Background: an optimization exercise with open tools, aiming at small area. Do not read the settings as production practice. Function was checked by simulation only, so behaviour that the tests miss may differ from the original. The clock port is modelled as an ideal driver; clocking choices that lean on that would not hold on a real chip.

==> flow/design.v <==
`timescale 1ns / 1ps
module MultTop_seq(input wire clk, input wire reset, input wire m_enable,
                   input wire [7:0] a, input wire [7:0] b,
                   output wire [3:0] an, output wire [7:0] seg);
    reg  [3:0]  mc;
    reg         rv;       
    reg  [7:0]  ar;       
    reg  [15:0] p;        
    wire m_idle = (mc == 4'd0);
    wire m_done = (mc == 4'd9);
    wire m_first = (mc == 4'd1);
    wire [7:0] addend = ar & {8{p[0]}};
    wire [8:0] cy;
    wire [7:0] sm;
    assign cy[0] = 1'b0;
    genvar gi;
    generate for (gi = 0; gi < 8; gi = gi + 1) begin : rca
        assign sm[gi] = p[8+gi] ^ addend[gi] ^ cy[gi];
        assign cy[gi+1] = (p[8+gi] & addend[gi]) | (cy[gi] & (p[8+gi] ^ addend[gi]));
    end endgenerate
    wire [8:0] sum = {cy[8], sm};
    reg  [5:0]  cnt;
    reg  [15:0] cp;       
    reg  [15:0] l;        
    wire c_idle = (cnt == 6'd0) | (cnt == 6'd33);
    reg         cz;       
    wire diff = cz ? (p != 16'd0) : (p != cp);
    wire cp_load = m_idle & rv & diff & (c_idle | (m_enable & (cnt == 6'd32)));
    wire start = c_idle & rv & (m_first | diff);
    wire step = (cnt[5:4] == 2'b01);
    wire clr = reset | (step & (cnt[3:0] == 4'd0));
    wire sbit = cp[~cnt[3:0]] & ~reset;
    wire [15:0] li = clr ? 16'd0 : l;
    function [3:0] add3(input [3:0] d);
        add3 = {d[3] | (d[2] & (d[1] | d[0])),
                (d[3] & d[0]) | (d[2] & ~d[1] & ~d[0]),
                (d[3] & ~d[0]) | (~d[2] & d[1]) | (d[1] & d[0]),
                (d[3] & ~d[0]) | (~d[3] & ~d[2] & d[0]) | (d[2] & d[1] & ~d[0])};
    endfunction
    wire [15:0] la = {add3(li[15:12]), add3(li[11:8]), add3(li[7:4]), add3(li[3:0])};
    always @(posedge clk) begin
        if (reset) mc <= 4'd0;
        else if (m_idle) mc <= {3'd0, m_enable};
        else if (m_done) mc <= 4'd0;
        else mc <= mc + 4'd1;
    end
    always @(posedge clk) begin
        if (reset) rv <= 1'b0;
        else if (m_done) rv <= 1'b1;
        else if (m_first) rv <= 1'b0;
        else if (m_idle & m_enable) rv <= rv & diff & (cnt == 6'd32);
    end
    always @(posedge clk) begin
        if (m_idle) begin
            ar <= a;
            if (m_enable) p <= {8'd0, b};
        end else if (!m_done) begin
            p <= {sum, p[7:1]};
        end
    end
    always @(posedge clk) begin
        if (reset) cnt <= 6'd0;
        else if (c_idle) cnt <= {5'd0, start};
        else cnt <= cnt + 6'd1;
    end
    always @(posedge clk) begin
        if (cp_load) cp <= p;
        if (reset) cz <= 1'b1;
        else if (cp_load) cz <= 1'b0;
    end
    always @(posedge clk) begin
        if (step | reset) l <= {la[14:0], sbit};
    end
    reg [9:0] lo;
    reg [1:0] sel;
    reg       q;
    wire z9 = ~|lo[8:0];
    wire lend = lo[9] & z9;
    always @(posedge clk or posedge reset) begin
        if (reset) lo <= 10'd0;
        else lo <= {lo[8:0], lo[9] ^ lo[6] ^ z9};
    end
    wire sw = q | (lend & ~(&sel));
    wire [1:0] sel_n = reset ? 2'd0 : sel + {1'b0, sw};
    always @(posedge clk) begin
        sel <= sel_n;
        q <= lend & (&sel);
    end
    reg [3:0] d;
    reg [3:0] sv;
    wire capm = (cnt >= 6'd2) & (cnt <= 6'd15);
    wire holdm = (cnt >= 6'd16);
    wire [1:0] idx = sel + {1'b0, sw | capm};
    reg [3:0] mx;
    always @(*) begin
        case (idx)
            2'd0: mx = l[3:0];
            2'd1: mx = l[7:4];
            2'd2: mx = l[11:8];
            default: mx = l[15:12];
        endcase
    end
    always @(posedge clk) begin
        if (capm) sv <= mx;
        if (reset) d <= 4'd0;
        else if (holdm) begin
            if (sw) d <= sv;
        end else if (sw | ~capm) d <= mx;
    end
    wire [3:0] d_ = d;
    wire b7 = ~d_[1] & ~d_[3] & (d_[2] ^ d_[0]);
    wire b6 = d_[2] & (d_[1] ^ d_[0]);
    wire b5 = d_[1] & ~d_[2] & ~d_[0];
    wire b4 = b7 | (d_[2] & d_[1] & d_[0]);
    wire b3 = d_[0] | (d_[2] & ~d_[1]);
    wire b2 = ~d_[3] & ((d_[1] & d_[0]) | (~d_[2] & (d_[1] | d_[0])));
    wire b1 = ~d_[3] & (d_[2] ? (d_[1] & d_[0]) : ~d_[1]);
    wire [7:0] s = {b7, b6, b5, b4, b3, b2, b1, 1'b1};
    assign seg = s;
    assign an = ~(4'd1 << sel);
endmodule
==> flow/flow/run.sh <==
#!/bin/bash
export BUFFER_PORTS_ARGS="-buffer_cell sky130_fd_sc_hd__buf_1"
export CTS_ARGS="-sink_clustering_enable -repair_clock_nets -buf_list sky130_fd_sc_hd__clkbuf_8 -dont_use_dummy_load"
export PRE_CTS_TCL=$PWD/flow/pre_cts.tcl
export MY_NBUF=2
export MY_BUFCELL=sky130_fd_sc_hd__clkbuf_8
bash standard.sh > standard.log 2>&1
==> flow/flow/pre_cts.tcl <==
# Clock tree by hand: the clock port drives NBUF clock buffers, each driving
# the flip-flops of one vertical slice of the placement.
set nbuf $::env(MY_NBUF)
set bufcell $::env(MY_BUFCELL)
set block [ord::get_db_block]
set db [ord::get_db]
set clk_net [$block findNet clk]
set master [$db findMaster $bufcell]
set sinks {}
foreach it [$clk_net getITerms] {
  lappend sinks $it
}
# sort sinks by x
set keyed {}
foreach it $sinks {
  set inst [$it getInst]
  set loc [$inst getLocation]
  lappend keyed [list [lindex $loc 0] [lindex $loc 1] $it]
}
set keyed [lsort -integer -index 0 $keyed]
set n [llength $keyed]
set per [expr {int(ceil(double($n) / $nbuf))}]
for {set b 0} {$b < $nbuf} {incr b} {
  set grp [lrange $keyed [expr {$b * $per}] [expr {($b + 1) * $per - 1}]]
  if {[llength $grp] == 0} { continue }
  set inst [odb::dbInst_create $block $master "clkbuf_man_$b"]
  set net [odb::dbNet_create $block "clknet_man_$b"]
  $net setSigType CLOCK
  set sx 0; set sy 0
  foreach e $grp {
    set it [lindex $e 2]
    $it disconnect
    $it connect $net
    set sx [expr {$sx + [lindex $e 0]}]
    set sy [expr {$sy + [lindex $e 1]}]
  }
  set cx [expr {$sx / [llength $grp]}]
  set cy [expr {$sy / [llength $grp]}]
  [$inst findITerm A] connect $clk_net
  [$inst findITerm X] connect $net
  $inst setLocation $cx $cy
  $inst setPlacementStatus PLACED
  puts "manual clock buffer $b: [llength $grp] sinks at $cx $cy"
}
detailed_placement
==> flow/standard.sh <==
#!/bin/bash
# synth_recipe.tcl (not shown) runs the flow's synth.tcl, then flattens the netlist and writes it again
# the make line also repeats each setting of config.mk as NAME=value (left out here)
make -C /OpenROAD-flow-scripts/flow DESIGN_CONFIG=/design/flow/config.mk WORK_HOME=/design/flow/orfs CLKGATE_MAP_FILE= SYNTH_SCRIPT=/design/flow/synth_recipe.tcl "${@:-finish}"
==> flow/config.mk <==
export PLATFORM = sky130hd
export DESIGN_NAME = MultTop_seq
export DESIGN_NICKNAME = MultTop_seq
export VERILOG_FILES = /design/flow/design.v
export SDC_FILE = /design/flow/constraint.sdc
export NUM_CORES = 4
export LEC_CHECK = 0
export CAP_MARGIN = 20
export CORE_MARGIN = 2
export CORE_UTILIZATION = 40
export SLEW_MARGIN = 20
==> flow/constraint.sdc <==
create_clock -name core_clock -period 10.0 [get_ports {clk}]
set_input_delay 2.0000 -clock core_clock [delete_from_list [all_inputs] [get_ports {clk}]]
set_output_delay 2.0000 -clock core_clock [all_outputs]
set_load 0.01 [all_outputs]
==> flow_summary.json <==
{
  "globalplace.congestion": 0.772,
  "num_io_pins": 31,
  "synth_top_cell_by_area": "edfxtp_1",
  "cts_tree": "yes",
  "finalMaxSlewViolations": 0,
  "cts_resized": 0,
  "leakage_nw": 1.79,
  "rows": 38,
  "ys_seq_area_share_pct": 55.1,
  "antenna_found_initial": 0,
  "ir_drop_mv": 0.102,
  "reg2reg_to": "p[14]",
  "ys_types": 46,
  "finalNetCount": 437,
  "syn-num-nets": 409,
  "worstMarginPinSlew_ns": 0.717,
  "path_max_fanout": 6,
  "regArea_mm2": 0.00243,
  "grt_overflow": 0,
  "min_path_cells": 0,
  "end_kind": "primary output",
  "final_common_cell": "edfxtp_1",
  "worstSkewPairLatency_ns": 0.63,
  "dp_cells": 522,
  "final_cell_mix": "edfxtp_1 (60), nor2_1 (40), buf_1 (29)",
  "total_power_w": 0.000990,
  "multiInputGateArea_mm2": 0.00178,
  "routed_wl_um": 7600,
  "area_growth_pct": 9.07,
  "cp.arrival_ns": 1.75,
  "setup.worst_path.class": "flip-flop to primary output",
  "antennaDiodeCount": 0,
  "crit_path_top_delay_cell": "dfxtp_1",
  "postRouteAntennaNets": 0,
  "synthTopCellsByArea": "edfxtp_1 (41%), dfxtp_1 (8.6%), dfrtp_1 (5.7%), mux4_2 (4.6%), xor2_1 (3.6%)",
  "synth_edf_count": 60,
  "synth_warnings": 1,
  "crit_path_start": "d[0]",
  "relSlewSlack_pct": 52.1,
  "status": "complete, no violations",
  "intPower_w": 0.000697,
  "max_stage_delay_ns": 0.44,
  "swShare_pct": 29.6,
  "route.detailed.drc": 0,
  "ys_seq_elements": 89,
  "clk_pin_slew_ns": 0.08,
  "dieArea_mm2": 0.0119,
  "avgSynthCellArea_um2": 11.9,
  "initial_core_util_pct": 40.9,
  "drive_above_1_share_pct": 11.1,
  "r2r_slack_ns": 6.47,
  "ff2ff_path_depth": 15,
  "min_path_type": "flip-flop to flip-flop",
  "finClkSkew_ns": 0.0247,
  "grt_max_degree": 27,
  "power_frac_seq_pct": 52.9,
  "finalInstanceArea_mm2": 0.00481,
  "io_buffers": 29,
  "synth_cells": 371,
  "drtIter0Drc": 218,
  "hold_buffers": 0,
  "postPlaceCellArea_mm2": 0.00461,
  "die_y_um": 109,
  "drt-vias-per-instance": 5.11,
  "max_freq_mhz": 266,
  "grt_pass1_wl_um": 12900,
  "setup-violations-final": 0,
  "reg2reg_from": "p[0]",
  "synth_area_mm2": 0.00441,
  "core_mm2": 0.0108,
  "timing.final.crit_share_pct": 37.5,
  "rsz0062_at_grt": "no",
  "route.vias.total": 2745,
  "critical_path.cell_chain": "inv_1, ha_1, and2_1, buf_1",
  "cap_violations": 0,
  "grt_usage_pct": 13.8,
  "report.final.hold_viol_count": 0,
  "cts_setup_buffers": 0,
  "fin_tns_setup_ns": 0,
  "grt_pass1_vias": 2624,
  "powerDensity_mw_per_mm2": 206,
  "switchingPower_w": 0.000293,
  "postLayoutCoreUtil_pct": 44.6,
  "firstDrtPassIters": 4,
  "dp_hpwl_um": 5410,
  "p_comb_share_pct": 21.7,
  "clkPwrFrac_pct": 25.4,
  "fillers": 1029,
  "synth_top_flop_cell": "edfxtp_1",
  "start_kind": "flip-flop",
  "crit_end": "seg[6]",
  "worstPathRequired_ns": 8.00,
  "min_period_ns": 3.75,
  "wl_per_cell_um": 14.1,
  "synth_top_area_share_pct": 40.8,
  "die_w_um": 109,
  "postSynth.asyncResetShare_pct": 11.2,
  "stdcell_count": 537
}
[worst max-delay path: cells and delay by family, from the launching register on]
family / cells / cell delay, ns
AND/OR/NAND/NOR: 1 / 0.15
adder cells (fa/ha/maj): 1 / 0.30
flip-flops: 1 / 0.44
buffers and inverters: 2 / 0.23
[layout make-up, clock buffers not listed]
type	count	share of cell area (%)
multi-input combinational	236	36.9
sequential	89	50.5
timing repair buffer	31	2.57
buffer	2	0.572
inverter	26	2.03
tap	140	3.64
[flip-flops by register name, indices dropped and copies added (netlist names)]
register	count
rv	1
p	16
sel	2
q	1
mc	4
cz	1
ar	8
l	16
cnt	6
cp	16
d	4
lo	10
sv	4
[logic make-up after synthesis]
group	synth area share, %
and+or+nand+nor	12.7
DFF	55.1
AOI/OAI and AO/OA	7.68
buffers and inverters	4.73
xor gates and xnor gates	5.33
muxes	7.77
adders and majority gates	6.58
other	0.0850
[power groups by stage]
stage	Combinational (W)	Clock (W)	Sequential (W)
after floorplan	0.000199	0	0.000504
after global placement	0.000213	0	0.000530
after detailed placement	0.000217	0	0.000532
after CTS	0.000219	0.000265	0.000524
after global routing	0.000250	0.000278	0.000534
final	0.000214	0.000252	0.000524
[cells in the mapped netlist (3+ instances only)]
cell	n
clkbuf_1	7
or2_2	3
mux4_2	9
dfrtp_1	10
nor2b_1	5
nor4_1	7
a21oi_1	27
and2_1	7
nor3_1	12
ha_1	12
a31oi_1	3
inv_1	26
o21ai_0	12
edfxtp_1	60
nand2b_1	6
nand3_1	6
nor2_1	40
xnor2_1	7
nand4_1	3
xor2_1	18
o21ai_1	4
and3_1	3
buf_2	5
mux2_2	8
mux2i_1	5
buf_4	8
a21o_1	3
fa_1	7
dfxtp_1	19
nand2_1	12
[worst min-delay path by stage]
| stage | to | slack, ns | from |
|---|---|---|---|
| finish | lo[2] | 0.37 | lo[1] |
| CTS | lo[2] | 0.37 | lo[1] |
| global placement | lo[4] | 0.35 | lo[3] |
| floorplan | lo[4] | 0.35 | lo[3] |
| detailed placement | lo[2] | 0.35 | lo[1] |
| global route | lo[4] | 0.39 | lo[3] |
[stage by stage]
step	hold slack (ns)	setup slack (ns)
3_3_place_gp	0.348	6.58
5_1_grt	0.386	6.09
6_report	0.370	6.25
4_1_cts	0.371	6.22
3_5_place_dp	0.353	6.47
2_1_floorplan	0.346	5.57
[metal layers]
layer	global-route usage (%)	routed length, um	vias up
met5	0	0	-
met4	4.12	91	0
met3	3.29	287	6
met2	21.3	3440	54
met1	19.5	3770	1319
li1	-	-	1366

[what the ideal ports hide]
No port has a modelled driver above. Below, the same layout with a new extraction and two added sets of constraints. Step 1 sets driving cells, clkbuf_16 on the clock port and buf_2 on the other inputs (assumed; they add their load-dependent delay and slew). Step 2 times the ports against the registers' clock, not the clock port: input delays grow and output delays shrink by t, the midpoint of the rising clock arrivals with the driver on. Slacks: no drivers / after step 1 / after step 2; pairs: no drivers / after step 1.
t, ns: 0.655
setup slack, ns: 6.246 / 6.213 / 6.469
clock arrival spread, ns: 0.025 / 0.024
After both steps setup and hold are still met in this run. The setup slack of this run moves by -0.033 ns with the drivers and by +0.223 ns with both steps.
